From an optimization exercise on the open Yosys and OpenROAD flow, aimed at small area and a short achievable clock period; shortcuts taken in it are not production practice. The RTL was checked by simulation tests, not by an equivalence proof against the original design. The flow treats the clock pin as an ideal source, which a real chip does not have. Power figures rest on the tool's default switching activity, not on a simulated workload.

==> flow/design.v (outline; a module is shown in full before it is edited, if it fits) <==
// module int16to8: 19 lines
// module add_fa: 6 lines
// module add_ha: 6 lines
// module add_xnor: 6 lines
// module add_or: 6 lines
// module mult_core_fast: 5194 lines
module mult_core_fast (
    input                iclk        ,
    input                irst        ,
    input        [71:0]  idata       ,
    input        [71:0]  idata_kernel,
    input                icalc_en    ,
    output logic [7:0]   odata       ,
    output logic         odata_valid
);
  // ...
==> flow/flow/run.sh <==
#!/bin/bash
# Standard layout with two changes:
#  - the port buffers are plain buf_1 cells instead of the default delay buffers;
#  - after clock tree synthesis, flow/skew.tcl delays the clock of the two
#    internal register banks (rp_*: products, rs_*: adder-tree rows), whose
#    inputs and outputs are all other registers, to balance the three internal
#    register-to-register stages (useful skew). Registers next to ports
#    (rin_*, ro_*, valid_pipe) keep the tree's clock.
# From global routing on, timing repair keeps a hold margin (and, where set
# here, a setup margin) over the skewed clocks.
# Each tool's output goes to its own log in this folder.
set -euo pipefail
export BUFFER_PORTS_ARGS="-buffer_cell sky130_fd_sc_hd__buf_1"
bash standard.sh cts > orfs_to_cts.log 2>&1
R=orfs/results/sky130hd/mult_core_fast/base
export SKEW_IN=$R/4_1_cts.odb
export SKEW_OUT=$R/4_1_cts.odb
export SKEW_CLASSES="rp_* sky130_fd_sc_hd__clkdlybuf4s50_1 sky130_fd_sc_hd__clkbuf_1 sky130_fd_sc_hd__clkbuf_1 ; rs_* sky130_fd_sc_hd__clkdlybuf4s50_1 sky130_fd_sc_hd__clkdlybuf4s50_1"
openroad -no_splash -exit flow/skew.tcl > skew.log 2>&1
cp $R/4_1_cts.odb $R/4_cts.odb
HOLD_SLACK_MARGIN=0.1 SETUP_SLACK_MARGIN=5.45 bash standard.sh > orfs_finish.log 2>&1
==> flow/flow/skew.tcl <==
# Useful skew for internal register-to-register paths.
# Delays the clock of the registers named in SKEW_CLASSES by putting a chain of
# clock buffers between their leaf clock net and their clock pins, one chain per
# leaf net and class. Only registers whose inputs and outputs are other
# registers (no port paths) are listed.
# env: SKEW_IN, SKEW_OUT (odb files), SKEW_CLASSES: "pattern cell cell ... ; pattern cell ..."
# (the listed cells make the delay; a clkbuf sized for the sink count is added last)
read_db $::env(SKEW_IN)
set db [ord::get_db]
set block [ord::get_db_block]
set classes {}
foreach spec [split $::env(SKEW_CLASSES) ";"] {
  set spec [string trim $spec]
  if {$spec eq ""} continue
  lappend classes $spec
}
set n 0
set nets {}
foreach net [$block getNets] {
  if {[$net getSigType] eq "CLOCK"} { lappend nets $net }
}
foreach net $nets {
  foreach spec $classes {
    set pat [lindex $spec 0]
    set cells [lrange $spec 1 end]
    set sinks {}
    foreach it [$net getITerms] {
      if {[[$it getMTerm] getName] ne "CLK"} continue
      if {[string match $pat [[$it getInst] getName]]} { lappend sinks $it }
    }
    if {[llength $sinks] == 0} continue
    # centroid of the sinks
    set sx 0; set sy 0
    foreach it $sinks {
      set b [[$it getInst] getBBox]
      set sx [expr {$sx + [$b xMin]}]; set sy [expr {$sy + [$b yMin]}]
    }
    set cx [expr {int($sx / [llength $sinks])}]; set cy [expr {int($sy / [llength $sinks])}]
    set drv $net
    # the last buffer drives the sinks: size it by their number
    set k [llength $sinks]
    if {$k <= 8} { set last sky130_fd_sc_hd__clkbuf_4 } elseif {$k <= 18} { set last sky130_fd_sc_hd__clkbuf_8 } else { set last sky130_fd_sc_hd__clkbuf_16 }
    foreach cell [concat $cells $last] {
      set m [$db findMaster $cell]
      incr n
      set inst [odb::dbInst_create $block $m "skewbuf_$n"]
      set onet [odb::dbNet_create $block "skewnet_$n"]
      $onet setSigType CLOCK
      [$inst findITerm A] connect $drv
      [$inst findITerm X] connect $onet
      $inst setLocation $cx $cy
      $inst setPlacementStatus PLACED
      set drv $onet
    }
    foreach it $sinks {
      $it disconnect
      $it connect $drv
    }
    puts "skew: net [$net getName] class $pat: [llength $sinks] sinks behind [llength $cells] buffers"
  }
}
detailed_placement
check_placement -verbose
write_db $::env(SKEW_OUT)
==> flow/standard.sh <==
#!/bin/bash
# synth_recipe.tcl (not shown) runs the flow's synth.tcl, then flattens the netlist and writes it again
# the make line also repeats each setting of config.mk as NAME=value (left out here)
make -C /OpenROAD-flow-scripts/flow DESIGN_CONFIG=/design/flow/config.mk WORK_HOME=/design/flow/orfs CLKGATE_MAP_FILE= SYNTH_SCRIPT=/design/flow/synth_recipe.tcl "${@:-finish}"
==> flow/config.mk <==
export PLATFORM = sky130hd
export DESIGN_NAME = mult_core_fast
export DESIGN_NICKNAME = mult_core_fast
export VERILOG_FILES = /design/flow/design.v
export SDC_FILE = /design/flow/constraint.sdc
export NUM_CORES = 4
export LEC_CHECK = 0
export CAP_MARGIN = 20
export CORE_MARGIN = 2
export CORE_UTILIZATION = 65
export CTS_CLUSTER_DIAMETER = 100
export CTS_CLUSTER_SIZE = 30
export SLEW_MARGIN = 20
export SYNTH_HIERARCHICAL = 1
==> flow/constraint.sdc <==
create_clock -name core_clock -period 8.5 [get_ports {iclk}]
set_input_delay 1.7000 -clock core_clock [delete_from_list [all_inputs] [get_ports {iclk}]]
set_output_delay 1.7000 -clock core_clock [all_outputs]
set_load 0.01 [all_outputs]
==> flow_metrics.env, run 1 <==
export IMPL_outcome="finished clean"
export IMPL_p_seq_mw=2.57
export IMPL_critPathMaxFanout=3
export IMPL_synth_edf_count=0
export IMPL_holdBufCountCts=0
export IMPL_largest_reg_flops=4
export IMPL_synth_mux_area_share_pct=1.26
export IMPL_finalPower_mw=10.8
export IMPL_path_clk_slew_ns=0.09
export IMPL_maxCapViolCount=0
export IMPL_final_common_cell="nand2_1"
export IMPL_cts_max_path_buffers=3
export IMPL_cpPeakStageDelay_ns=0.53
export IMPL_fin_area_um2=28100
export IMPL_layoutNonFillerInstCount=3186
export IMPL_grt_use_met2_pct=46.6
export IMPL_dominant_cells="multi-input gates"
export IMPL_rsz0062_at_grt="true"
export IMPL_portBuffers=155
export IMPL_crit_buf_inv=0
export IMPL_power_leader="combinational cells"
export IMPL_ant_nets=0
export IMPL_n_sequential_cell=321
export IMPL_hp_start="rin_10$_DFF_P_"
export IMPL_rows=71
export IMPL_drt_iter0_drc=922
export IMPL_synth_seq_area_share_pct=25.9
export IMPL_clock_sinks=321
export IMPL_coreArea_um2=37700
export IMPL_nets=3340
export IMPL_vias=18100
export IMPL_final_nonclk_buf_share_pct=7.09
export IMPL_hold_path_class="flop to flop"
export IMPL_crit_type="flop to flop"
export IMPL_drv_slew=0
export IMPL_pwr_share_clk_pct=13.1
export IMPL_layout_drive_gt1_share_pct=9.57
export IMPL_first_global_vias=18300
export IMPL_start_util_pct=65.9
export IMPL_syn_nets=3161
export IMPL_top_register="valid_pipe"
export IMPL_ys_seq_elements=321
export IMPL_cts_buffers=16
export IMPL_num_tap_cells=511
export IMPL_worstSetupEndpointType="flop"
==> inputs of run 2 (changes only) <==
--- a/flow/design.v
+++ b/flow/design.v
@@ -1,27 +1,8 @@
-module int16to8 (
-    input  [7:0] ih,
-    input  [7:0] il,
-    output       oc
-);
-    wire [7:0] g = ih & il;
-    wire [7:0] p = ih | il;
-    wire g10 = g[1] | (p[1] & (g[0] | p[0]));
-    wire g32 = g[3] | (p[3] & g[2]);
-    wire p32 = p[3] & p[2];
-    wire g54 = g[5] | (p[5] & g[4]);
-    wire p54 = p[5] & p[4];
-    wire g76 = g[7] | (p[7] & g[6]);
-    wire p76 = p[7] & p[6];
-    wire g30 = g32 | (p32 & g10);
-    wire g74 = g76 | (p76 & g54);
-    wire p74 = p76 & p54;
-    assign oc = g74 | (p74 & g30);
-endmodule
 module add_fa (
     input  a, b, c,
     output s, co
 );
     assign {co, s} = a + b + c;
 endmodule
 module add_ha (
     input  a, b,
@@ -2484,61 +2465,61 @@
     logic sum2432;
     logic sum2433;
     logic sum2434;
     logic sum2435;
     logic sum2436;
     logic sum2437;
     logic sum2438;
     logic sum2439;
-    logic rp_2440;
-    logic rp_2441;
-    logic rp_2442;
-    logic rp_2443;
-    logic rp_2444;
-    logic rp_2445;
-    logic rp_2446;
-    logic rp_2447;
-    logic rp_2448;
-    logic rp_2449;
-    logic rp_2450;
-    logic rp_2451;
-    logic rp_2452;
-    logic rp_2453;
-    logic rp_2454;
-    logic rp_2455;
-    logic rp_2456;
-    logic rp_2457;
-    logic rp_2458;
-    logic rp_2459;
-    logic rp_2460;
-    logic rp_2461;
-    logic rp_2462;
-    logic rp_2463;
-    logic rp_2464;
-    logic rp_2465;
-    logic rp_2466;
-    logic rp_2467;
-    logic rp_2468;
-    logic rp_2469;
-    logic rp_2470;
-    logic rp_2471;
-    logic rp_2472;
-    logic rp_2473;
-    logic rp_2474;
-    logic rp_2475;
-    logic rp_2476;
-    logic rp_2477;
-    logic rp_2478;
-    logic rp_2479;
-    logic rp_2480;
-    logic rp_2481;
-    logic rp_2482;
-    logic rp_2483;
-    logic rp_2484;
+    logic rpl_2440;
+    logic rpl_2441;
+    logic rpl_2442;
+    logic rpl_2443;
+    logic rpl_2444;
+    logic rpl_2445;
+    logic rpl_2446;
+    logic rpl_2447;
+    logic rpl_2448;
+    logic rpl_2449;
+    logic rpl_2450;
+    logic rpl_2451;
+    logic rpl_2452;
+    logic rpl_2453;
+    logic rpl_2454;
+    logic rpl_2455;
+    logic rpl_2456;
+    logic rpl_2457;
+    logic rpl_2458;
+    logic rpl_2459;
+    logic rpl_2460;
+    logic rpl_2461;
+    logic rpl_2462;
+    logic rpl_2463;
+    logic rpl_2464;
+    logic rpl_2465;
+    logic rpl_2466;
+    logic rpl_2467;
+    logic rpl_2468;
+    logic rpl_2469;
+    logic rpl_2470;
+    logic rpl_2471;
+    logic rpl_2472;
+    logic rpl_2473;
+    logic rpl_2474;
+    logic rpl_2475;
+    logic rpl_2476;
+    logic rpl_2477;
+    logic rpl_2478;
+    logic rpl_2479;
+    logic rpl_2480;
+    logic rpl_2481;
+    logic rpl_2482;
+    logic rpl_2483;
+    logic rpl_2484;
     logic rp_2485;
     logic rp_2486;
     logic rp_2487;
     logic rp_2488;
     logic rp_2489;
     logic rp_2490;
     logic rp_2491;
     logic rp_2492;
@@ -4744,89 +4725,152 @@
     assign sum2432 = s2355 ^ gg2408;
     assign sum2433 = s2358 ^ gg2417;
     assign sum2434 = s2361 ^ gg2418;
     assign sum2435 = s2364 ^ gg2419;
     assign sum2436 = s2367 ^ gg2420;
     assign sum2437 = s2370 ^ gg2421;
     assign sum2438 = s2373 ^ gg2422;
     assign sum2439 = 1'b0 ^ gg2423;
-    assign hv2584 = {rp_2455, rp_2454, rp_2453, rp_2452, rp_2451, rp_2450, rp_2449, rp_2448};
-    assign lv2585 = {rp_2447, rp_2446, rp_2445, rp_2444, rp_2443, rp_2442, rp_2441, rp_2440};
-    int16to8 u_cmp0 (.ih(hv2584), .il(lv2585), .oc(t2586[8]));
-    assign t2586[7:0] = 8'd0;
-    assign hv2587 = {rp_2471, rp_2470, rp_2469, rp_2468, rp_2467, rp_2466, rp_2465, rp_2464};
-    assign lv2588 = {rp_2463, rp_2462, rp_2461, rp_2460, rp_2459, rp_2458, rp_2457, rp_2456};
-    int16to8 u_cmp1 (.ih(hv2587), .il(lv2588), .oc(t2589[8]));
-    assign t2589[7:0] = 8'd0;
-    assign hv2590 = {rp_2487, rp_2486, rp_2485, rp_2484, rp_2483, rp_2482, rp_2481, rp_2480};
-    assign lv2591 = {rp_2479, rp_2478, rp_2477, rp_2476, rp_2475, rp_2474, rp_2473, rp_2472};
-    int16to8 u_cmp2 (.ih(hv2590), .il(lv2591), .oc(t2592[8]));
-    assign t2592[7:0] = 8'd0;
-    assign hv2593 = {rp_2503, rp_2502, rp_2501, rp_2500, rp_2499, rp_2498, rp_2497, rp_2496};
-    assign lv2594 = {rp_2495, rp_2494, rp_2493, rp_2492, rp_2491, rp_2490, rp_2489, rp_2488};
-    int16to8 u_cmp3 (.ih(hv2593), .il(lv2594), .oc(t2595[8]));
-    assign t2595[7:0] = 8'd0;
-    assign hv2596 = {rp_2519, rp_2518, rp_2517, rp_2516, rp_2515, rp_2514, rp_2513, rp_2512};
-    assign lv2597 = {rp_2511, rp_2510, rp_2509, rp_2508, rp_2507, rp_2506, rp_2505, rp_2504};
-    int16to8 u_cmp4 (.ih(hv2596), .il(lv2597), .oc(t2598[8]));
-    assign t2598[7:0] = 8'd0;
-    assign hv2599 = {rp_2535, rp_2534, rp_2533, rp_2532, rp_2531, rp_2530, rp_2529, rp_2528};
-    assign lv2600 = {rp_2527, rp_2526, rp_2525, rp_2524, rp_2523, rp_2522, rp_2521, rp_2520};
-    int16to8 u_cmp5 (.ih(hv2599), .il(lv2600), .oc(t2601[8]));
-    assign t2601[7:0] = 8'd0;
-    assign hv2602 = {rp_2551, rp_2550, rp_2549, rp_2548, rp_2547, rp_2546, rp_2545, rp_2544};
-    assign lv2603 = {rp_2543, rp_2542, rp_2541, rp_2540, rp_2539, rp_2538, rp_2537, rp_2536};
-    int16to8 u_cmp6 (.ih(hv2602), .il(lv2603), .oc(t2604[8]));
-    assign t2604[7:0] = 8'd0;
-    assign hv2605 = {rp_2567, rp_2566, rp_2565, rp_2564, rp_2563, rp_2562, rp_2561, rp_2560};
-    assign lv2606 = {rp_2559, rp_2558, rp_2557, rp_2556, rp_2555, rp_2554, rp_2553, rp_2552};
-    int16to8 u_cmp7 (.ih(hv2605), .il(lv2606), .oc(t2607[8]));
-    assign t2607[7:0] = 8'd0;
+    assign hv2584 = {rp_2495, rp_2494, rp_2493, rp_2492, rp_2491, rp_2490, rp_2489, rp_2488};
+    assign lv2585 = {rp_2487, rp_2486, rp_2485, rpl_2444, rpl_2443, rpl_2442, rpl_2441, rpl_2440};
+    assign t2586[0] = 1'b1;
+    assign t2586[1] = (hv2584[0] & lv2585[0]) | (t2586[0] & (hv2584[0] | lv2585[0]));
+    assign t2586[2] = (hv2584[1] & lv2585[1]) | (t2586[1] & (hv2584[1] | lv2585[1]));
+    assign t2586[3] = (hv2584[2] & lv2585[2]) | (t2586[2] & (hv2584[2] | lv2585[2]));
+    assign t2586[4] = (hv2584[3] & lv2585[3]) | (t2586[3] & (hv2584[3] | lv2585[3]));
+    assign t2586[5] = (hv2584[4] & lv2585[4]) | (t2586[4] & (hv2584[4] | lv2585[4]));
+    assign t2586[6] = (hv2584[5] & lv2585[5]) | (t2586[5] & (hv2584[5] | lv2585[5]));
+    assign t2586[7] = (hv2584[6] & lv2585[6]) | (t2586[6] & (hv2584[6] | lv2585[6]));
+    assign t2586[8] = (hv2584[7] & lv2585[7]) | (t2586[7] & (hv2584[7] | lv2585[7]));
+    assign hv2587 = {rp_2506, rp_2505, rp_2504, rp_2503, rp_2502, rp_2501, rp_2500, rp_2499};
+    assign lv2588 = {rp_2498, rp_2497, rp_2496, rpl_2449, rpl_2448, rpl_2447, rpl_2446, rpl_2445};
+    assign t2589[0] = 1'b1;
+    assign t2589[1] = (hv2587[0] & lv2588[0]) | (t2589[0] & (hv2587[0] | lv2588[0]));
+    assign t2589[2] = (hv2587[1] & lv2588[1]) | (t2589[1] & (hv2587[1] | lv2588[1]));
+    assign t2589[3] = (hv2587[2] & lv2588[2]) | (t2589[2] & (hv2587[2] | lv2588[2]));
+    assign t2589[4] = (hv2587[3] & lv2588[3]) | (t2589[3] & (hv2587[3] | lv2588[3]));
+    assign t2589[5] = (hv2587[4] & lv2588[4]) | (t2589[4] & (hv2587[4] | lv2588[4]));
+    assign t2589[6] = (hv2587[5] & lv2588[5]) | (t2589[5] & (hv2587[5] | lv2588[5]));
+    assign t2589[7] = (hv2587[6] & lv2588[6]) | (t2589[6] & (hv2587[6] | lv2588[6]));
+    assign t2589[8] = (hv2587[7] & lv2588[7]) | (t2589[7] & (hv2587[7] | lv2588[7]));
+    assign hv2590 = {rp_2517, rp_2516, rp_2515, rp_2514, rp_2513, rp_2512, rp_2511, rp_2510};
+    assign lv2591 = {rp_2509, rp_2508, rp_2507, rpl_2454, rpl_2453, rpl_2452, rpl_2451, rpl_2450};
+    assign t2592[0] = 1'b1;
+    assign t2592[1] = (hv2590[0] & lv2591[0]) | (t2592[0] & (hv2590[0] | lv2591[0]));
+    assign t2592[2] = (hv2590[1] & lv2591[1]) | (t2592[1] & (hv2590[1] | lv2591[1]));
+    assign t2592[3] = (hv2590[2] & lv2591[2]) | (t2592[2] & (hv2590[2] | lv2591[2]));
+    assign t2592[4] = (hv2590[3] & lv2591[3]) | (t2592[3] & (hv2590[3] | lv2591[3]));
+    assign t2592[5] = (hv2590[4] & lv2591[4]) | (t2592[4] & (hv2590[4] | lv2591[4]));
+    assign t2592[6] = (hv2590[5] & lv2591[5]) | (t2592[5] & (hv2590[5] | lv2591[5]));
+    assign t2592[7] = (hv2590[6] & lv2591[6]) | (t2592[6] & (hv2590[6] | lv2591[6]));
+    assign t2592[8] = (hv2590[7] & lv2591[7]) | (t2592[7] & (hv2590[7] | lv2591[7]));
+    assign hv2593 = {rp_2528, rp_2527, rp_2526, rp_2525, rp_2524, rp_2523, rp_2522, rp_2521};
+    assign lv2594 = {rp_2520, rp_2519, rp_2518, rpl_2459, rpl_2458, rpl_2457, rpl_2456, rpl_2455};
+    assign t2595[0] = 1'b1;
+    assign t2595[1] = (hv2593[0] & lv2594[0]) | (t2595[0] & (hv2593[0] | lv2594[0]));
+    assign t2595[2] = (hv2593[1] & lv2594[1]) | (t2595[1] & (hv2593[1] | lv2594[1]));
+    assign t2595[3] = (hv2593[2] & lv2594[2]) | (t2595[2] & (hv2593[2] | lv2594[2]));
+    assign t2595[4] = (hv2593[3] & lv2594[3]) | (t2595[3] & (hv2593[3] | lv2594[3]));
+    assign t2595[5] = (hv2593[4] & lv2594[4]) | (t2595[4] & (hv2593[4] | lv2594[4]));
+    assign t2595[6] = (hv2593[5] & lv2594[5]) | (t2595[5] & (hv2593[5] | lv2594[5]));
+    assign t2595[7] = (hv2593[6] & lv2594[6]) | (t2595[6] & (hv2593[6] | lv2594[6]));
+    assign t2595[8] = (hv2593[7] & lv2594[7]) | (t2595[7] & (hv2593[7] | lv2594[7]));
+    assign hv2596 = {rp_2539, rp_2538, rp_2537, rp_2536, rp_2535, rp_2534, rp_2533, rp_2532};
+    assign lv2597 = {rp_2531, rp_2530, rp_2529, rpl_2464, rpl_2463, rpl_2462, rpl_2461, rpl_2460};
+    assign t2598[0] = 1'b1;
+    assign t2598[1] = (hv2596[0] & lv2597[0]) | (t2598[0] & (hv2596[0] | lv2597[0]));
+    assign t2598[2] = (hv2596[1] & lv2597[1]) | (t2598[1] & (hv2596[1] | lv2597[1]));
+    assign t2598[3] = (hv2596[2] & lv2597[2]) | (t2598[2] & (hv2596[2] | lv2597[2]));
+    assign t2598[4] = (hv2596[3] & lv2597[3]) | (t2598[3] & (hv2596[3] | lv2597[3]));
+    assign t2598[5] = (hv2596[4] & lv2597[4]) | (t2598[4] & (hv2596[4] | lv2597[4]));
+    assign t2598[6] = (hv2596[5] & lv2597[5]) | (t2598[5] & (hv2596[5] | lv2597[5]));
+    assign t2598[7] = (hv2596[6] & lv2597[6]) | (t2598[6] & (hv2596[6] | lv2597[6]));
+    assign t2598[8] = (hv2596[7] & lv2597[7]) | (t2598[7] & (hv2596[7] | lv2597[7]));
+    assign hv2599 = {rp_2550, rp_2549, rp_2548, rp_2547, rp_2546, rp_2545, rp_2544, rp_2543};
+    assign lv2600 = {rp_2542, rp_2541, rp_2540, rpl_2469, rpl_2468, rpl_2467, rpl_2466, rpl_2465};
+    assign t2601[0] = 1'b1;
+    assign t2601[1] = (hv2599[0] & lv2600[0]) | (t2601[0] & (hv2599[0] | lv2600[0]));
+    assign t2601[2] = (hv2599[1] & lv2600[1]) | (t2601[1] & (hv2599[1] | lv2600[1]));
+    assign t2601[3] = (hv2599[2] & lv2600[2]) | (t2601[2] & (hv2599[2] | lv2600[2]));
+    assign t2601[4] = (hv2599[3] & lv2600[3]) | (t2601[3] & (hv2599[3] | lv2600[3]));
+    assign t2601[5] = (hv2599[4] & lv2600[4]) | (t2601[4] & (hv2599[4] | lv2600[4]));
+    assign t2601[6] = (hv2599[5] & lv2600[5]) | (t2601[5] & (hv2599[5] | lv2600[5]));
+    assign t2601[7] = (hv2599[6] & lv2600[6]) | (t2601[6] & (hv2599[6] | lv2600[6]));
+    assign t2601[8] = (hv2599[7] & lv2600[7]) | (t2601[7] & (hv2599[7] | lv2600[7]));
+    assign hv2602 = {rp_2561, rp_2560, rp_2559, rp_2558, rp_2557, rp_2556, rp_2555, rp_2554};
+    assign lv2603 = {rp_2553, rp_2552, rp_2551, rpl_2474, rpl_2473, rpl_2472, rpl_2471, rpl_2470};
+    assign t2604[0] = 1'b1;
+    assign t2604[1] = (hv2602[0] & lv2603[0]) | (t2604[0] & (hv2602[0] | lv2603[0]));
+    assign t2604[2] = (hv2602[1] & lv2603[1]) | (t2604[1] & (hv2602[1] | lv2603[1]));
+    assign t2604[3] = (hv2602[2] & lv2603[2]) | (t2604[2] & (hv2602[2] | lv2603[2]));
+    assign t2604[4] = (hv2602[3] & lv2603[3]) | (t2604[3] & (hv2602[3] | lv2603[3]));
+    assign t2604[5] = (hv2602[4] & lv2603[4]) | (t2604[4] & (hv2602[4] | lv2603[4]));
+    assign t2604[6] = (hv2602[5] & lv2603[5]) | (t2604[5] & (hv2602[5] | lv2603[5]));
+    assign t2604[7] = (hv2602[6] & lv2603[6]) | (t2604[6] & (hv2602[6] | lv2603[6]));
+    assign t2604[8] = (hv2602[7] & lv2603[7]) | (t2604[7] & (hv2602[7] | lv2603[7]));
+    assign hv2605 = {rp_2572, rp_2571, rp_2570, rp_2569, rp_2568, rp_2567, rp_2566, rp_2565};
+    assign lv2606 = {rp_2564, rp_2563, rp_2562, rpl_2479, rpl_2478, rpl_2477, rpl_2476, rpl_2475};
+    assign t2607[0] = 1'b1;
+    assign t2607[1] = (hv2605[0] & lv2606[0]) | (t2607[0] & (hv2605[0] | lv2606[0]));
+    assign t2607[2] = (hv2605[1] & lv2606[1]) | (t2607[1] & (hv2605[1] | lv2606[1]));
+    assign t2607[3] = (hv2605[2] & lv2606[2]) | (t2607[2] & (hv2605[2] | lv2606[2]));
+    assign t2607[4] = (hv2605[3] & lv2606[3]) | (t2607[3] & (hv2605[3] | lv2606[3]));
+    assign t2607[5] = (hv2605[4] & lv2606[4]) | (t2607[4] & (hv2605[4] | lv2606[4]));
+    assign t2607[6] = (hv2605[5] & lv2606[5]) | (t2607[5] & (hv2605[5] | lv2606[5]));
+    assign t2607[7] = (hv2605[6] & lv2606[6]) | (t2607[6] & (hv2605[6] | lv2606[6]));
+    assign t2607[8] = (hv2605[7] & lv2606[7]) | (t2607[7] & (hv2605[7] | lv2606[7]));
     assign hv2608 = {rp_2583, rp_2582, rp_2581, rp_2580, rp_2579, rp_2578, rp_2577, rp_2576};
-    assign lv2609 = {rp_2575, rp_2574, rp_2573, rp_2572, rp_2571, rp_2570, rp_2569, rp_2568};
-    int16to8 u_cmp8 (.ih(hv2608), .il(lv2609), .oc(t2610[8]));
-    assign t2610[7:0] = 8'd0;
-    add_fa u_s2611 (.a(rp_2448), .b(rp_2464), .c(rp_2480), .s(s2611), .co(c2612));
-    add_fa u_s2613 (.a(rp_2496), .b(rp_2512), .c(rp_2528), .s(s2613), .co(c2614));
-    add_ha u_s2615 (.a(rp_2544), .b(rp_2560), .s(s2615), .co(c2616));
+    assign lv2609 = {rp_2575, rp_2574, rp_2573, rpl_2484, rpl_2483, rpl_2482, rpl_2481, rpl_2480};
+    assign t2610[0] = 1'b1;
+    assign t2610[1] = (hv2608[0] & lv2609[0]) | (t2610[0] & (hv2608[0] | lv2609[0]));
+    assign t2610[2] = (hv2608[1] & lv2609[1]) | (t2610[1] & (hv2608[1] | lv2609[1]));
+    assign t2610[3] = (hv2608[2] & lv2609[2]) | (t2610[2] & (hv2608[2] | lv2609[2]));
+    assign t2610[4] = (hv2608[3] & lv2609[3]) | (t2610[3] & (hv2608[3] | lv2609[3]));
+    assign t2610[5] = (hv2608[4] & lv2609[4]) | (t2610[4] & (hv2608[4] | lv2609[4]));
+    assign t2610[6] = (hv2608[5] & lv2609[5]) | (t2610[5] & (hv2608[5] | lv2609[5]));
+    assign t2610[7] = (hv2608[6] & lv2609[6]) | (t2610[6] & (hv2608[6] | lv2609[6]));
+    assign t2610[8] = (hv2608[7] & lv2609[7]) | (t2610[7] & (hv2608[7] | lv2609[7]));
+    add_fa u_s2611 (.a(rp_2488), .b(rp_2499), .c(rp_2510), .s(s2611), .co(c2612));
+    add_fa u_s2613 (.a(rp_2521), .b(rp_2532), .c(rp_2543), .s(s2613), .co(c2614));
+    add_ha u_s2615 (.a(rp_2554), .b(rp_2565), .s(s2615), .co(c2616));
     add_fa u_s2617 (.a(rp_2576), .b(s2615), .c(s2611), .s(s2617), .co(c2618));
     add_fa u_s2619 (.a(s2613), .b(t2586[8]), .c(t2589[8]), .s(s2619), .co(c2620));
-    add_fa u_s2621 (.a(rp_2449), .b(rp_2465), .c(rp_2481), .s(s2621), .co(c2622));
-    add_fa u_s2623 (.a(rp_2497), .b(rp_2513), .c(rp_2529), .s(s2623), .co(c2624));
-    add_ha u_s2625 (.a(rp_2545), .b(rp_2561), .s(s2625), .co(c2626));
-    add_fa u_s2627 (.a(rp_2450), .b(rp_2466), .c(rp_2482), .s(s2627), .co(c2628));
-    add_ha u_s2629 (.a(rp_2498), .b(rp_2514), .s(s2629), .co(c2630));
-    add_fa u_s2631 (.a(rp_2451), .b(rp_2467), .c(rp_2483), .s(s2631), .co(c2632));
-    add_ha u_s2633 (.a(rp_2452), .b(rp_2468), .s(s2633), .co(c2634));
-    add_ha u_s2635 (.a(rp_2453), .b(rp_2469), .s(s2635), .co(c2636));
-    add_ha u_s2637 (.a(rp_2454), .b(rp_2470), .s(s2637), .co(c2638));
-    add_ha u_s2639 (.a(rp_2455), .b(rp_2471), .s(s2639), .co(c2640));
+    add_fa u_s2621 (.a(rp_2489), .b(rp_2500), .c(rp_2511), .s(s2621), .co(c2622));
+    add_fa u_s2623 (.a(rp_2522), .b(rp_2533), .c(rp_2544), .s(s2623), .co(c2624));
+    add_ha u_s2625 (.a(rp_2555), .b(rp_2566), .s(s2625), .co(c2626));
+    add_fa u_s2627 (.a(rp_2490), .b(rp_2501), .c(rp_2512), .s(s2627), .co(c2628));
+    add_ha u_s2629 (.a(rp_2523), .b(rp_2534), .s(s2629), .co(c2630));
+    add_fa u_s2631 (.a(rp_2491), .b(rp_2502), .c(rp_2513), .s(s2631), .co(c2632));
+    add_ha u_s2633 (.a(rp_2492), .b(rp_2503), .s(s2633), .co(c2634));
+    add_ha u_s2635 (.a(rp_2493), .b(rp_2504), .s(s2635), .co(c2636));
+    add_ha u_s2637 (.a(rp_2494), .b(rp_2505), .s(s2637), .co(c2638));
+    add_ha u_s2639 (.a(rp_2495), .b(rp_2506), .s(s2639), .co(c2640));
     add_fa u_s2641 (.a(t2592[8]), .b(t2595[8]), .c(t2598[8]), .s(s2641), .co(c2642));
     add_ha u_s2643 (.a(t2601[8]), .b(t2604[8]), .s(s2643), .co(c2644));
     add_fa u_s2645 (.a(rp_2577), .b(s2625), .c(c2616), .s(s2645), .co(c2646));
     add_fa u_s2647 (.a(c2612), .b(c2614), .c(s2621), .s(s2647), .co(c2648));
     add_ha u_s2649 (.a(s2623), .b(c2618), .s(s2649), .co(c2650));
-    add_fa u_s2651 (.a(rp_2530), .b(rp_2546), .c(rp_2562), .s(s2651), .co(c2652));
+    add_fa u_s2651 (.a(rp_2545), .b(rp_2556), .c(rp_2567), .s(s2651), .co(c2652));
     add_fa u_s2653 (.a(rp_2578), .b(c2626), .c(s2629), .s(s2653), .co(c2654));
     add_fa u_s2655 (.a(c2622), .b(c2624), .c(s2627), .s(s2655), .co(c2656));
-    add_fa u_s2657 (.a(rp_2499), .b(rp_2515), .c(rp_2531), .s(s2657), .co(c2658));
-    add_fa u_s2659 (.a(rp_2547), .b(rp_2563), .c(rp_2579), .s(s2659), .co(c2660));
+    add_fa u_s2657 (.a(rp_2524), .b(rp_2535), .c(rp_2546), .s(s2657), .co(c2658));
+    add_fa u_s2659 (.a(rp_2557), .b(rp_2568), .c(rp_2579), .s(s2659), .co(c2660));
     add_fa u_s2661 (.a(c2630), .b(c2628), .c(s2631), .s(s2661), .co(c2662));
-    add_fa u_s2663 (.a(rp_2484), .b(rp_2500), .c(rp_2516), .s(s2663), .co(c2664));
-    add_fa u_s2665 (.a(rp_2532), .b(rp_2548), .c(rp_2564), .s(s2665), .co(c2666));
+    add_fa u_s2663 (.a(rp_2514), .b(rp_2525), .c(rp_2536), .s(s2663), .co(c2664));
+    add_fa u_s2665 (.a(rp_2547), .b(rp_2558), .c(rp_2569), .s(s2665), .co(c2666));
     add_fa u_s2667 (.a(rp_2580), .b(s2633), .c(c2632), .s(s2667), .co(c2668));
-    add_fa u_s2669 (.a(rp_2485), .b(rp_2501), .c(rp_2517), .s(s2669), .co(c2670));
-    add_fa u_s2671 (.a(rp_2533), .b(rp_2549), .c(rp_2565), .s(s2671), .co(c2672));
+    add_fa u_s2669 (.a(rp_2515), .b(rp_2526), .c(rp_2537), .s(s2669), .co(c2670));
+    add_fa u_s2671 (.a(rp_2548), .b(rp_2559), .c(rp_2570), .s(s2671), .co(c2672));
     add_fa u_s2673 (.a(rp_2581), .b(c2634), .c(s2635), .s(s2673), .co(c2674));
-    add_fa u_s2675 (.a(rp_2486), .b(rp_2502), .c(rp_2518), .s(s2675), .co(c2676));
-    add_fa u_s2677 (.a(rp_2534), .b(rp_2550), .c(rp_2566), .s(s2677), .co(c2678));
+    add_fa u_s2675 (.a(rp_2516), .b(rp_2527), .c(rp_2538), .s(s2675), .co(c2676));
+    add_fa u_s2677 (.a(rp_2549), .b(rp_2560), .c(rp_2571), .s(s2677), .co(c2678));
     add_fa u_s2679 (.a(rp_2582), .b(c2636), .c(s2637), .s(s2679), .co(c2680));
-    add_fa u_s2681 (.a(rp_2487), .b(rp_2503), .c(rp_2519), .s(s2681), .co(c2682));
-    add_fa u_s2683 (.a(rp_2535), .b(rp_2551), .c(rp_2567), .s(s2683), .co(c2684));
+    add_fa u_s2681 (.a(rp_2517), .b(rp_2528), .c(rp_2539), .s(s2681), .co(c2682));
+    add_fa u_s2683 (.a(rp_2550), .b(rp_2561), .c(rp_2572), .s(s2683), .co(c2684));
     add_fa u_s2685 (.a(rp_2583), .b(c2638), .c(s2639), .s(s2685), .co(c2686));
     add_fa u_s2687 (.a(t2607[8]), .b(t2610[8]), .c(s2617), .s(s2687), .co(c2688));
     add_fa u_s2689 (.a(s2645), .b(s2647), .c(c2644), .s(s2689), .co(c2690));
     add_ha u_s2691 (.a(s2649), .b(c2642), .s(s2691), .co(c2692));
     add_fa u_s2693 (.a(s2651), .b(c2646), .c(s2653), .s(s2693), .co(c2694));
     add_fa u_s2695 (.a(c2648), .b(s2655), .c(c2650), .s(s2695), .co(c2696));
     add_fa u_s2697 (.a(c2652), .b(s2657), .c(s2659), .s(s2697), .co(c2698));
     add_fa u_s2699 (.a(c2654), .b(c2656), .c(s2661), .s(s2699), .co(c2700));
@@ -5048,149 +5092,149 @@
         rin_137 <= idata_kernel[64];
         rin_138 <= idata_kernel[65];
         rin_139 <= idata_kernel[66];
         rin_140 <= idata_kernel[67];
         rin_141 <= idata_kernel[68];
         rin_142 <= idata_kernel[69];
         rin_143 <= idata_kernel[70];
         rin_144 <= idata_kernel[71];
-        rp_2440 <= p1477;
-        rp_2441 <= sum1569;
-        rp_2442 <= sum1570;
-        rp_2443 <= sum1571;
-        rp_2444 <= sum1572;
-        rp_2445 <= sum1573;
-        rp_2446 <= sum1574;
-        rp_2447 <= sum1575;
-        rp_2448 <= sum1576;
-        rp_2449 <= sum1577;
-        rp_2450 <= sum1578;
-        rp_2451 <= sum1579;
-        rp_2452 <= sum1580;
-        rp_2453 <= sum1581;
-        rp_2454 <= sum1582;
-        rp_2455 <= sum1583;
-        rp_2456 <= p1584;
-        rp_2457 <= sum1676;
-        rp_2458 <= sum1677;
-        rp_2459 <= sum1678;
-        rp_2460 <= sum1679;
-        rp_2461 <= sum1680;
-        rp_2462 <= sum1681;
-        rp_2463 <= sum1682;
-        rp_2464 <= sum1683;
-        rp_2465 <= sum1684;
-        rp_2466 <= sum1685;
-        rp_2467 <= sum1686;
-        rp_2468 <= sum1687;
-        rp_2469 <= sum1688;
-        rp_2470 <= sum1689;
-        rp_2471 <= sum1690;
-        rp_2472 <= p1691;
-        rp_2473 <= sum1783;
-        rp_2474 <= sum1784;
-        rp_2475 <= sum1785;
-        rp_2476 <= sum1786;
-        rp_2477 <= sum1787;
-        rp_2478 <= sum1788;
-        rp_2479 <= sum1789;
-        rp_2480 <= sum1790;
-        rp_2481 <= sum1791;
-        rp_2482 <= sum1792;
-        rp_2483 <= sum1793;
-        rp_2484 <= sum1794;
-        rp_2485 <= sum1795;
-        rp_2486 <= sum1796;
-        rp_2487 <= sum1797;
-        rp_2488 <= p1798;
-        rp_2489 <= sum1890;
-        rp_2490 <= sum1891;
-        rp_2491 <= sum1892;
-        rp_2492 <= sum1893;
-        rp_2493 <= sum1894;
-        rp_2494 <= sum1895;
-        rp_2495 <= sum1896;
-        rp_2496 <= sum1897;
-        rp_2497 <= sum1898;
-        rp_2498 <= sum1899;
-        rp_2499 <= sum1900;
-        rp_2500 <= sum1901;
-        rp_2501 <= sum1902;
-        rp_2502 <= sum1903;
-        rp_2503 <= sum1904;
-        rp_2504 <= p1905;
-        rp_2505 <= sum1997;
-        rp_2506 <= sum1998;
-        rp_2507 <= sum1999;
-        rp_2508 <= sum2000;
-        rp_2509 <= sum2001;
-        rp_2510 <= sum2002;
-        rp_2511 <= sum2003;
-        rp_2512 <= sum2004;
-        rp_2513 <= sum2005;
-        rp_2514 <= sum2006;
-        rp_2515 <= sum2007;
-        rp_2516 <= sum2008;
-        rp_2517 <= sum2009;
-        rp_2518 <= sum2010;
-        rp_2519 <= sum2011;
-        rp_2520 <= p2012;
-        rp_2521 <= sum2104;
-        rp_2522 <= sum2105;
-        rp_2523 <= sum2106;
-        rp_2524 <= sum2107;
-        rp_2525 <= sum2108;
-        rp_2526 <= sum2109;
-        rp_2527 <= sum2110;
-        rp_2528 <= sum2111;
-        rp_2529 <= sum2112;
-        rp_2530 <= sum2113;
-        rp_2531 <= sum2114;
-        rp_2532 <= sum2115;
-        rp_2533 <= sum2116;
-        rp_2534 <= sum2117;
-        rp_2535 <= sum2118;
-        rp_2536 <= p2119;
-        rp_2537 <= sum2211;
-        rp_2538 <= sum2212;
-        rp_2539 <= sum2213;
-        rp_2540 <= sum2214;
-        rp_2541 <= sum2215;
-        rp_2542 <= sum2216;
-        rp_2543 <= sum2217;
-        rp_2544 <= sum2218;
-        rp_2545 <= sum2219;
-        rp_2546 <= sum2220;
-        rp_2547 <= sum2221;
-        rp_2548 <= sum2222;
-        rp_2549 <= sum2223;
-        rp_2550 <= sum2224;
-        rp_2551 <= sum2225;
-        rp_2552 <= p2226;
-        rp_2553 <= sum2318;
-        rp_2554 <= sum2319;
-        rp_2555 <= sum2320;
-        rp_2556 <= sum2321;
-        rp_2557 <= sum2322;
-        rp_2558 <= sum2323;
-        rp_2559 <= sum2324;
-        rp_2560 <= sum2325;
-        rp_2561 <= sum2326;
-        rp_2562 <= sum2327;
-        rp_2563 <= sum2328;
-        rp_2564 <= sum2329;
-        rp_2565 <= sum2330;
-        rp_2566 <= sum2331;
-        rp_2567 <= sum2332;
-        rp_2568 <= p2333;
-        rp_2569 <= sum2425;
-        rp_2570 <= sum2426;
-        rp_2571 <= sum2427;
-        rp_2572 <= sum2428;
+        rpl_2440 <= p1477;
+        rpl_2441 <= sum1569;
+        rpl_2442 <= sum1570;
+        rpl_2443 <= sum1571;
+        rpl_2444 <= sum1572;
+        rpl_2445 <= p1584;
+        rpl_2446 <= sum1676;
+        rpl_2447 <= sum1677;
+        rpl_2448 <= sum1678;
+        rpl_2449 <= sum1679;
+        rpl_2450 <= p1691;
+        rpl_2451 <= sum1783;
+        rpl_2452 <= sum1784;
+        rpl_2453 <= sum1785;
+        rpl_2454 <= sum1786;
+        rpl_2455 <= p1798;
+        rpl_2456 <= sum1890;
+        rpl_2457 <= sum1891;
+        rpl_2458 <= sum1892;
+        rpl_2459 <= sum1893;
+        rpl_2460 <= p1905;
+        rpl_2461 <= sum1997;
+        rpl_2462 <= sum1998;
+        rpl_2463 <= sum1999;
+        rpl_2464 <= sum2000;
+        rpl_2465 <= p2012;
+        rpl_2466 <= sum2104;
+        rpl_2467 <= sum2105;
+        rpl_2468 <= sum2106;
+        rpl_2469 <= sum2107;
+        rpl_2470 <= p2119;
+        rpl_2471 <= sum2211;
+        rpl_2472 <= sum2212;
+        rpl_2473 <= sum2213;
+        rpl_2474 <= sum2214;
+        rpl_2475 <= p2226;
+        rpl_2476 <= sum2318;
+        rpl_2477 <= sum2319;
+        rpl_2478 <= sum2320;
+        rpl_2479 <= sum2321;
+        rpl_2480 <= p2333;
+        rpl_2481 <= sum2425;
+        rpl_2482 <= sum2426;
+        rpl_2483 <= sum2427;
+        rpl_2484 <= sum2428;
+        rp_2485 <= sum1573;
+        rp_2486 <= sum1574;
+        rp_2487 <= sum1575;
+        rp_2488 <= sum1576;
+        rp_2489 <= sum1577;
+        rp_2490 <= sum1578;
+        rp_2491 <= sum1579;
+        rp_2492 <= sum1580;
+        rp_2493 <= sum1581;
+        rp_2494 <= sum1582;
+        rp_2495 <= sum1583;
+        rp_2496 <= sum1680;
+        rp_2497 <= sum1681;
+        rp_2498 <= sum1682;
+        rp_2499 <= sum1683;
+        rp_2500 <= sum1684;
+        rp_2501 <= sum1685;
+        rp_2502 <= sum1686;
+        rp_2503 <= sum1687;
+        rp_2504 <= sum1688;
+        rp_2505 <= sum1689;
+        rp_2506 <= sum1690;
+        rp_2507 <= sum1787;
+        rp_2508 <= sum1788;
+        rp_2509 <= sum1789;
+        rp_2510 <= sum1790;
+        rp_2511 <= sum1791;
+        rp_2512 <= sum1792;
+        rp_2513 <= sum1793;
+        rp_2514 <= sum1794;
+        rp_2515 <= sum1795;
+        rp_2516 <= sum1796;
+        rp_2517 <= sum1797;
+        rp_2518 <= sum1894;
+        rp_2519 <= sum1895;
+        rp_2520 <= sum1896;
+        rp_2521 <= sum1897;
+        rp_2522 <= sum1898;
+        rp_2523 <= sum1899;
+        rp_2524 <= sum1900;
+        rp_2525 <= sum1901;
+        rp_2526 <= sum1902;
+        rp_2527 <= sum1903;
+        rp_2528 <= sum1904;
+        rp_2529 <= sum2001;
+        rp_2530 <= sum2002;
+        rp_2531 <= sum2003;
+        rp_2532 <= sum2004;
+        rp_2533 <= sum2005;
+        rp_2534 <= sum2006;
+        rp_2535 <= sum2007;
+        rp_2536 <= sum2008;
+        rp_2537 <= sum2009;
+        rp_2538 <= sum2010;
+        rp_2539 <= sum2011;
+        rp_2540 <= sum2108;
+        rp_2541 <= sum2109;
+        rp_2542 <= sum2110;
+        rp_2543 <= sum2111;
+        rp_2544 <= sum2112;
+        rp_2545 <= sum2113;
+        rp_2546 <= sum2114;
+        rp_2547 <= sum2115;
+        rp_2548 <= sum2116;
+        rp_2549 <= sum2117;
+        rp_2550 <= sum2118;
+        rp_2551 <= sum2215;
+        rp_2552 <= sum2216;
+        rp_2553 <= sum2217;
+        rp_2554 <= sum2218;
+        rp_2555 <= sum2219;
+        rp_2556 <= sum2220;
+        rp_2557 <= sum2221;
+        rp_2558 <= sum2222;
+        rp_2559 <= sum2223;
+        rp_2560 <= sum2224;
+        rp_2561 <= sum2225;
+        rp_2562 <= sum2322;
+        rp_2563 <= sum2323;
+        rp_2564 <= sum2324;
+        rp_2565 <= sum2325;
+        rp_2566 <= sum2326;
+        rp_2567 <= sum2327;
+        rp_2568 <= sum2328;
+        rp_2569 <= sum2329;
+        rp_2570 <= sum2330;
+        rp_2571 <= sum2331;
+        rp_2572 <= sum2332;
         rp_2573 <= sum2429;
         rp_2574 <= sum2430;
         rp_2575 <= sum2431;
         rp_2576 <= sum2432;
         rp_2577 <= sum2433;
         rp_2578 <= sum2434;
         rp_2579 <= sum2435;
         rp_2580 <= sum2436;
==> flow/flow/run.sh (replaced) <==
#!/bin/bash
set -euo pipefail
export BUFFER_PORTS_ARGS="-buffer_cell sky130_fd_sc_hd__buf_1"
bash standard.sh cts > orfs_to_cts.log 2>&1
R=orfs/results/sky130hd/mult_core_fast/base
export SKEW_IN=$R/4_1_cts.odb
export SKEW_OUT=$R/4_1_cts.odb
export SKEW_CLASSES="rp_* sky130_fd_sc_hd__clkdlybuf4s50_1 sky130_fd_sc_hd__clkbuf_1 ; rs_* sky130_fd_sc_hd__clkdlybuf4s50_1 sky130_fd_sc_hd__clkdlybuf4s50_1"
openroad -no_splash -exit flow/skew.tcl > skew.log 2>&1
cp $R/4_1_cts.odb $R/4_cts.odb
HOLD_SLACK_MARGIN=0.1 SETUP_SLACK_MARGIN=5.3 bash standard.sh > orfs_finish.log 2>&1
==> run 2 against run 1 <==
Register-to-register slack worse by 0.16 ns. Clock skew up 0.024 ns. Area after synthesis down 5.1%. Non-clock buffer count down 94. Via count down 13%. Highest routed layer unchanged. Global-route usage down 0.55 points. Sequential power about the same. First-iteration DRC count down 20%. Fmax down 5.0%. Design area down 8.6%. Clock-buffer cell count down 2.
==> flow_metrics.env, run 2 <==
export IMPL_drv_slew=0
export IMPL_cpPeakStageDelay_ns=0.44
export IMPL_crit_buf_inv=0
export IMPL_die_area_um2=37800
export IMPL_start_util_pct=66.0
export IMPL_rsz0062_at_grt="true"
export IMPL_ys_top_cells_by_area="fa_1, dfxtp_1, nand2_1"
export IMPL_grt_usage_pct=26.3
export IMPL_maxCapViolCount=0
export IMPL_dr_pass1_iters=18
export IMPL_yosysMostFrequentCell="nand2_1"
export IMPL_clockRootBuffer="clkbuf_16"
export IMPL_final_common_cell="nand2_1"
export IMPL_rows=69
export IMPL_yosysTopAreaCellShare_pct=31.9
export IMPL_clock_sinks=321
export IMPL_routedWlPerCell_um=16.6
export IMPL_ys_seq_elements=321
export IMPL_cts_buffers=15
export IMPL_coreArea_um2=35700
export IMPL_syn_instance_count=2295
export IMPL_worstSetupEndpointType="flop"
export IMPL_crit_type="flop to flop"
export IMPL_worstPathRequired_ns=9.98
export IMPL_hold_path_class="flop to flop"
export IMPL_nets=3067
export IMPL_largest_reg_flops=4
export IMPL_place_ws_ns=4.48
export IMPL_syn_nets=2968
export IMPL_portBuffers=155
export IMPL_routed_wl_um=47600
export IMPL_syn_area_per_cell_um2=10.3
export IMPL_io_pins=156
export IMPL_whs_ns=0.0688
export IMPL_critical_path_top_delay_family="adder cells"
export IMPL_die_x_um=194
export IMPL_cts_tree="built"
export IMPL_netlist_area_um2=23500
export IMPL_min_period_ns=3.17
export IMPL_first_global_vias=16700
export IMPL_via_per_inst=5.50
export IMPL_layout_common_cells="nand2_1, fa_1, dfxtp_1, buf_1, xnor2_1"
export IMPL_grt_pass1_wl_um=80200
export IMPL_cts_htree_levels=1
export IMPL_drc=0
export IMPL_synth_seq_area_share_pct=27.3
export IMPL_ant_nets=0
export IMPL_crit_chain="a22oi_2, a21oi_2, maj3_2, maj3_2, maj3_2, a221oi_2, a21oi_2, fa_2, ha_4, fa_1, fa_1"
export IMPL_peakVddDrop_mv=0.336
export IMPL_diodes=0
export IMPL_cp_common_cell="maj3_2"
export IMPL_area_delta_synth_final_pct=9.04
export IMPL_clk_latency_ns=1.64
export IMPL_worst_setup_path_start_kind="flop"
export IMPL_critPathMaxFanout=3
export IMPL_finalHoldViolations=0
export IMPL_top_register="valid_pipe"
export IMPL_final_setup_tns_ns=0
export IMPL_yosysWarnings=7
export IMPL_hpwlAfterDp_um=38200
export IMPL_max_slew_worst_pin_slew_ns=0.431
export IMPL_slew_limit_headroom_pct=71.0
export IMPL_synth_commonest_cells="nand2_1, fa_1, dfxtp_1, ha_1, xnor2_1"
export IMPL_yosys_area_top_type="fa_1"
export IMPL_outcome="finished clean"
export IMPL_finalClockSkew_ns=1.16
export IMPL_fmax_mhz=315
export IMPL_cts_max_path_buffers=3
export IMPL_leakagePower_nw=9.58
export IMPL_synthFlopType="dfxtp_1"
export IMPL_crit_arrival_ns=4.65
export IMPL_setup_viol=0
export IMPL_cp_slowest_cell="fa_2"
export IMPL_grt_max_degree=29
export IMPL_gp_congestion=0.890
export IMPL_grt_ovfl_total=0
export IMPL_layout_drive_gt1_share_pct=11.3
export IMPL_vias=15700
export IMPL_path_clk_slew_ns=0.10
export IMPL_synthArstFlopShare_pct=0
export IMPL_fp_dieH_um=194
export IMPL_power_density_nw_per_um2=378
export IMPL_ys_types=48
export IMPL_setup_ws_ns=5.33
export IMPL_antenna_found_initial=0
export IMPL_fin_crit_sh_pct=37.3
export IMPL_synth_edf_count=0
export IMPL_drt_iter0_drc=739
run 2: cell count changes after synthesis, sizes merged, moves of 27 or more:
cell and delta:
nand2b -36, nor2 -33, xnor2 +33, nor3b -29
nor4 -27, o211ai -27, o21ai -27
run 2: cell type report:
| type | count | area [um^2] |
|---|---|---|
| timing repair buffer | 174 | 752 |
| fill | 2723 | 9980 |
| multi-input combinational | 1813 | 16800 |
| sequential | 321 | 6670 |
| inverter | 27 | 101 |
| tap | 461 | 577 |
| clock inverter | 7 | 56.3 |
| buffer | 42 | 383 |
| clock buffer | 15 | 375 |
run 2: per-module statistics from Yosys (local to each module, per instance):
module          cell area (um^2)  cells  times used
add_or                      6.26      1          63
mult_core_fast             13200   1645           1
add_xnor                    8.76      1          63
add_ha                      12.5      1         149
add_fa                      20.0      1         375
run 2: where the power goes:
group / switching (mW) / total (mW) / leakage (nW) / internal [mW]
combinational: 3.04 / 5.96 / 6.47 / 2.93
sequential: 0.454 / 2.55 / 2.72 / 2.10
clock: 0.571 / 1.18 / 0.384 / 0.614
total: 4.06 / 9.70 / 9.58 / 5.64
run 2: path summary, 6_finish.rpt:
| check | from | end | slack, ns | cells past startpoint |
|---|---|---|---|---|
| worst min-delay path | rin_144$_DFF_P_ | rp_2582$_DFF_P_ | 0.07 | 3 |
| worst max register to register | rp_2522$_DFF_P_ | rs_2760$_DFF_P_ | 5.33 | 11 |
| worst min register to register | rin_144$_DFF_P_ | rp_2582$_DFF_P_ | 0.07 | 3 |
| worst max-delay path | rp_2522$_DFF_P_ | rs_2760$_DFF_P_ | 5.33 | 11 |
run 2: tightest hold or removal path, cell delays in order, from the launching register on:
cell,delay [ns]
dfxtp_4,0.39
nand2_1,0.07
ha_1,0.19
xnor2_1,0.09
run 2: per-layer routing:
metal / global-route usage (%) / routed length [um] / up-vias
li1: - / - / 7542
met1: 36.1 / 20900 / 7751
met2: 44.5 / 23500 / 368
met3: 3.37 / 2070 / 65
met4: 6.75 / 1130 / 0
met5: 0.639 / 0 / -
run 2: cells by family (layout without fill, tap and decap cells):
| logic type | Yosys count | in the layout | share of synthesized area [%] |
|---|---|---|---|
| compound gates | 203 | 203 | 5.84 |
| xor+xnor | 184 | 184 | 6.84 |
| mux | 19 | 19 | 0.850 |
| flops | 321 | 321 | 27.3 |
| simple gates | 854 | 854 | 15.3 |
| fa+ha+maj | 553 | 553 | 41.2 |
| buf+inv | 161 | 265 | 2.69 |
run 2: per-stage QoR:
step,utilization [%],area [um^2],power (mW),cells
final,72.0,25700,9.70,2860
after floorplan,-,23500,6.85,2295
after global routing,72.0,25700,10.8,2860
after global placement,67.8,24200,8.09,2777
after detailed placement,67.8,24200,8.30,2777
after CTS,69.0,24600,9.14,2799
run 2: timing repair:
| item | in CTS | in global routing |
|---|---|---|
| hold buffers | 0 | 11 |
| endpoints found under the setup margin | 0 | 57 |
| endpoints found under the hold margin | 0 | 11 |
| gates resized for setup | 0 | 204 |
| buffers inserted | 0 | 8 |
==> inputs of run 3 (changes only) <==
--- a/flow/flow/run.sh
+++ b/flow/flow/run.sh
@@ -9,3 +9,3 @@
 openroad -no_splash -exit flow/skew.tcl > skew.log 2>&1
 cp $R/4_1_cts.odb $R/4_cts.odb
-HOLD_SLACK_MARGIN=0.1 SETUP_SLACK_MARGIN=5.3 bash standard.sh > orfs_finish.log 2>&1
+HOLD_SLACK_MARGIN=0.1 SETUP_SLACK_MARGIN=5.5 bash standard.sh > orfs_finish.log 2>&1
==> run 3 against run 2 <==
Core utilization rose by 4.0 points. Die area did not move. Area after synthesis did not move. Clock power barely moved. Global-route usage did not move. Power rose by 8.6%. Critical path type unchanged. Cell count rose by 2.2%. Design area rose by 5.5%. Non-clock buffer count rose by 63.
==> flow_metrics.env, run 3 <==
export IMPL_outcome="finished clean"
export IMPL_rows=69
export IMPL_dr_pass1_iters=17
export IMPL_synth_compound_area_share_pct=5.84
export IMPL_routedWlPerCell_um=17.1
export IMPL_synthArstFlopShare_pct=0
export IMPL_final_setup_tns_ns=0
export IMPL_rsz0062_at_grt="true"
export IMPL_grt_usage_pct=26.3
export IMPL_fmax_mhz=315
export IMPL_ys_types=48
export IMPL_grt_use_met3_pct=3.37
export IMPL_ys_top_cells_by_area="fa_1, dfxtp_1, nand2_1"
export IMPL_top_register="valid_pipe"
export IMPL_io_pins=156
export IMPL_fp_dieH_um=194
export IMPL_routed_wl_um=50000
export IMPL_largest_reg_flops=4
export IMPL_grt_pass1_wl_um=80200
export IMPL_peakVddDrop_mv=0.353
export IMPL_synth_seq_area_share_pct=27.3
export IMPL_drv_slew=0
export IMPL_critPathMaxFanout=3
export IMPL_synth_fa_ha_area_share_pct=41.2
export IMPL_syn_instance_count=2295
export IMPL_yosysTopAreaCellShare_pct=31.9
export IMPL_hold_path_class="flop to flop"
export IMPL_synth_xor_area_share_pct=6.84
export IMPL_die_area_um2=37800
export IMPL_clk_latency_ns=1.63
export IMPL_vias=16300
export IMPL_start_util_pct=66.0
export IMPL_clockRootBuffer="clkbuf_16"
export IMPL_nets=3130
export IMPL_gr_usage_met1_pct=36.1
export IMPL_layout_drive_gt1_share_pct=18.9
export IMPL_worstSetupEndpointType="flop"
export IMPL_yosys_area_top_type="fa_1"
export IMPL_path_clk_slew_ns=0.10
export IMPL_grt_max_degree=29
export IMPL_final_common_cell="nand2_1"
export IMPL_drt_iter0_drc=777
export IMPL_power_density_nw_per_um2=389
export IMPL_hpwlAfterDp_um=38200
export IMPL_crit_type="flop to flop"
export IMPL_ys_seq_elements=321
export IMPL_synth_mux_area_share_pct=0.850
export IMPL_nFillCells=2489
export IMPL_setup_viol=0
export IMPL_netlist_area_um2=23500
export IMPL_diodes=0
export IMPL_cts_htree_levels=1
export IMPL_cts_max_path_buffers=3
export IMPL_worstPathRequired_ns=9.98
export IMPL_max_slew_worst_pin_slew_ns=0.376
export IMPL_first_global_vias=16700
export IMPL_coreArea_um2=35700
export IMPL_min_period_ns=3.17
export IMPL_synth_top_family_by_area="adder cells"
export IMPL_synth_commonest_cells="nand2_1, fa_1, dfxtp_1, ha_1, xnor2_1"
export IMPL_finalHoldViolations=0
export IMPL_die_x_um=194
export IMPL_via_per_inst=5.56
export IMPL_ant_nets=0
export IMPL_fin_crit_sh_pct=37.3
export IMPL_synthSimpleGateAreaFrac_pct=15.3
export IMPL_cts_tree="built"
export IMPL_finalClockSkew_ns=1.15
export IMPL_gp_congestion=0.890
export IMPL_finalPower_mw=10.5
export IMPL_leakagePower_nw=10.1
export IMPL_cts_buffers=15
export IMPL_drc=0
export IMPL_crit_arrival_ns=4.65
export IMPL_grt_ovfl_total=0
export IMPL_yosysMostFrequentCell="nand2_1"
export IMPL_synth_edf_count=0
export IMPL_antenna_found_initial=0
export IMPL_clock_sinks=321
export IMPL_yosysWarnings=7
export IMPL_syn_area_per_cell_um2=10.3
export IMPL_layout_common_cells="nand2_1, fa_1, dfxtp_1, buf_1, xnor2_1"
export IMPL_portBuffers=155
export IMPL_maxCapViolCount=0
export IMPL_worst_setup_path_start_kind="flop"
export IMPL_syn_nets=2968
export IMPL_grt_use_met2_pct=44.5
export IMPL_area_delta_synth_final_pct=15.0
export IMPL_slew_limit_headroom_pct=74.5
export IMPL_grt_busiest_layer="met2"
export IMPL_synthFlopType="dfxtp_1"
## run 3: per-module statistics from Yosys (local to each module, per instance)
module	flops+latches	cells inside
mult_core_fast	321	1645
add_fa	0	1
add_ha	0	1
add_xnor	0	1
add_or	0	1
## run 3: kinds of logic after synthesis
kind of cell,after synthesis
adders and majority gates,553
and+or+nand+nor,854
buffers and inverters,161
muxes,19
xor gates and xnor gates,184
AOI/OAI and AO/OA,203
DFF,321
## run 3: worst paths after layout
kind | from | endpoint | slack, ns | cells past startpoint
max | rp_2522$_DFF_P_ | rs_2760$_DFF_P_ | 5.33 | 11
min | rin_136$_DFF_P_ | rp_2582$_DFF_P_ | 0.08 | 3
min reg2reg | rin_136$_DFF_P_ | rp_2582$_DFF_P_ | 0.08 | 3
max reg2reg | rp_2522$_DFF_P_ | rs_2760$_DFF_P_ | 5.33 | 11
## run 3: critical path, cell delays in order, from the launching register on
cell and delay, ns:
dfxtp_4 0.36, a22oi_2 0.15, a21oi_2 0.08, maj3_2 0.30, maj3_2 0.31, maj3_2 0.32, a221oi_2 0.21, a21oi_2 0.08
fa_2 0.44, ha_4 0.28, fa_1 0.41, fa_1 0.43
## run 3: stage by stage
stage          util, %  setup slack (ns)  instance area, um^2  std cells  hold slack, ns
3_3_place_gp      67.8              4.56                24200       2777           0.420
6_report          76.0              5.33                27100       2923          0.0848
2_1_floorplan        -              4.66                23500       2295           0.414
5_1_grt           76.0              5.24                27100       2923           0.130
3_5_place_dp      67.8              4.48                24200       2777           0.429
4_1_cts           69.0              4.45                24600       2799           0.455
## run 3: what timing repair did
| action | 4_1_cts | 5_1_grt |
|---|---|---|
| gates resized for setup | 0 | 428 |
| endpoints found under the hold margin | 0 | 10 |
| endpoints found under the setup margin | 0 | 70 |
| hold buffers | 0 | 10 |
| buffers inserted | 0 | 72 |
## run 3: power by group
part | internal (mW) | switching (mW)
sequential | 2.09 | 0.455
clock | 0.614 | 0.575
combinational | 3.42 | 3.39
total | 6.12 | 4.42
## run 3: area by class of cell
type	instances	area [um^2]	area share, %
Buffer	42	383	1.41
Clock buffer	15	375	1.39
Clock inverter	7	56.3	0.208
Inverter	27	101	0.374
Multi-Input combinational cell	1813	17500	64.6
Sequential cell	321	6860	25.3
Tap cell	461	577	2.13
Timing Repair Buffer	237	1230	4.56
## run 3: metal layers
metal | routed length [um] | vias up
met2 | 25300 | 423
met4 | 1230 | 0
li1 | - | 7683
met1 | 21100 | 8068
met3 | 2400 | 81
met5 | 0 | -

## separate check: timing with driven ports
In the flow no input, the clock included, has a driving cell. The finished layouts below were timed again as built, in two steps. Step 1 assumes that a clkbuf_16 drives the clock port and a buf_2 every other input. Step 2, shift: input delay + t, output delay - t, t = (earliest + latest rising clock arrival at the registers) / 2. This alone moves slack from input paths to output paths. Slacks: ideal ports / drivers / drivers and shift; pairs: ideal ports / drivers.
run	t (ns)	setup WS [ns]	hold slack, ns	worst setup path at the end	latest minus earliest clock arrival (ns)
run 1	1.114	5.489 / 5.489 / 5.489	0.046 / 0.046 / 0.046	register to register	1.138 / 1.138
run 2	1.111	5.330 / 5.330 / 5.330	0.069 / 0.069 / 0.069	register to register	1.161 / 1.161
run 3	1.107	5.327 / 5.327 / 5.327	0.085 / 0.085 / 0.085	register to register	1.153 / 1.154
In every run listed the clock reaches the registers at very different times; t lies between them, and the last value is a rough guide only.
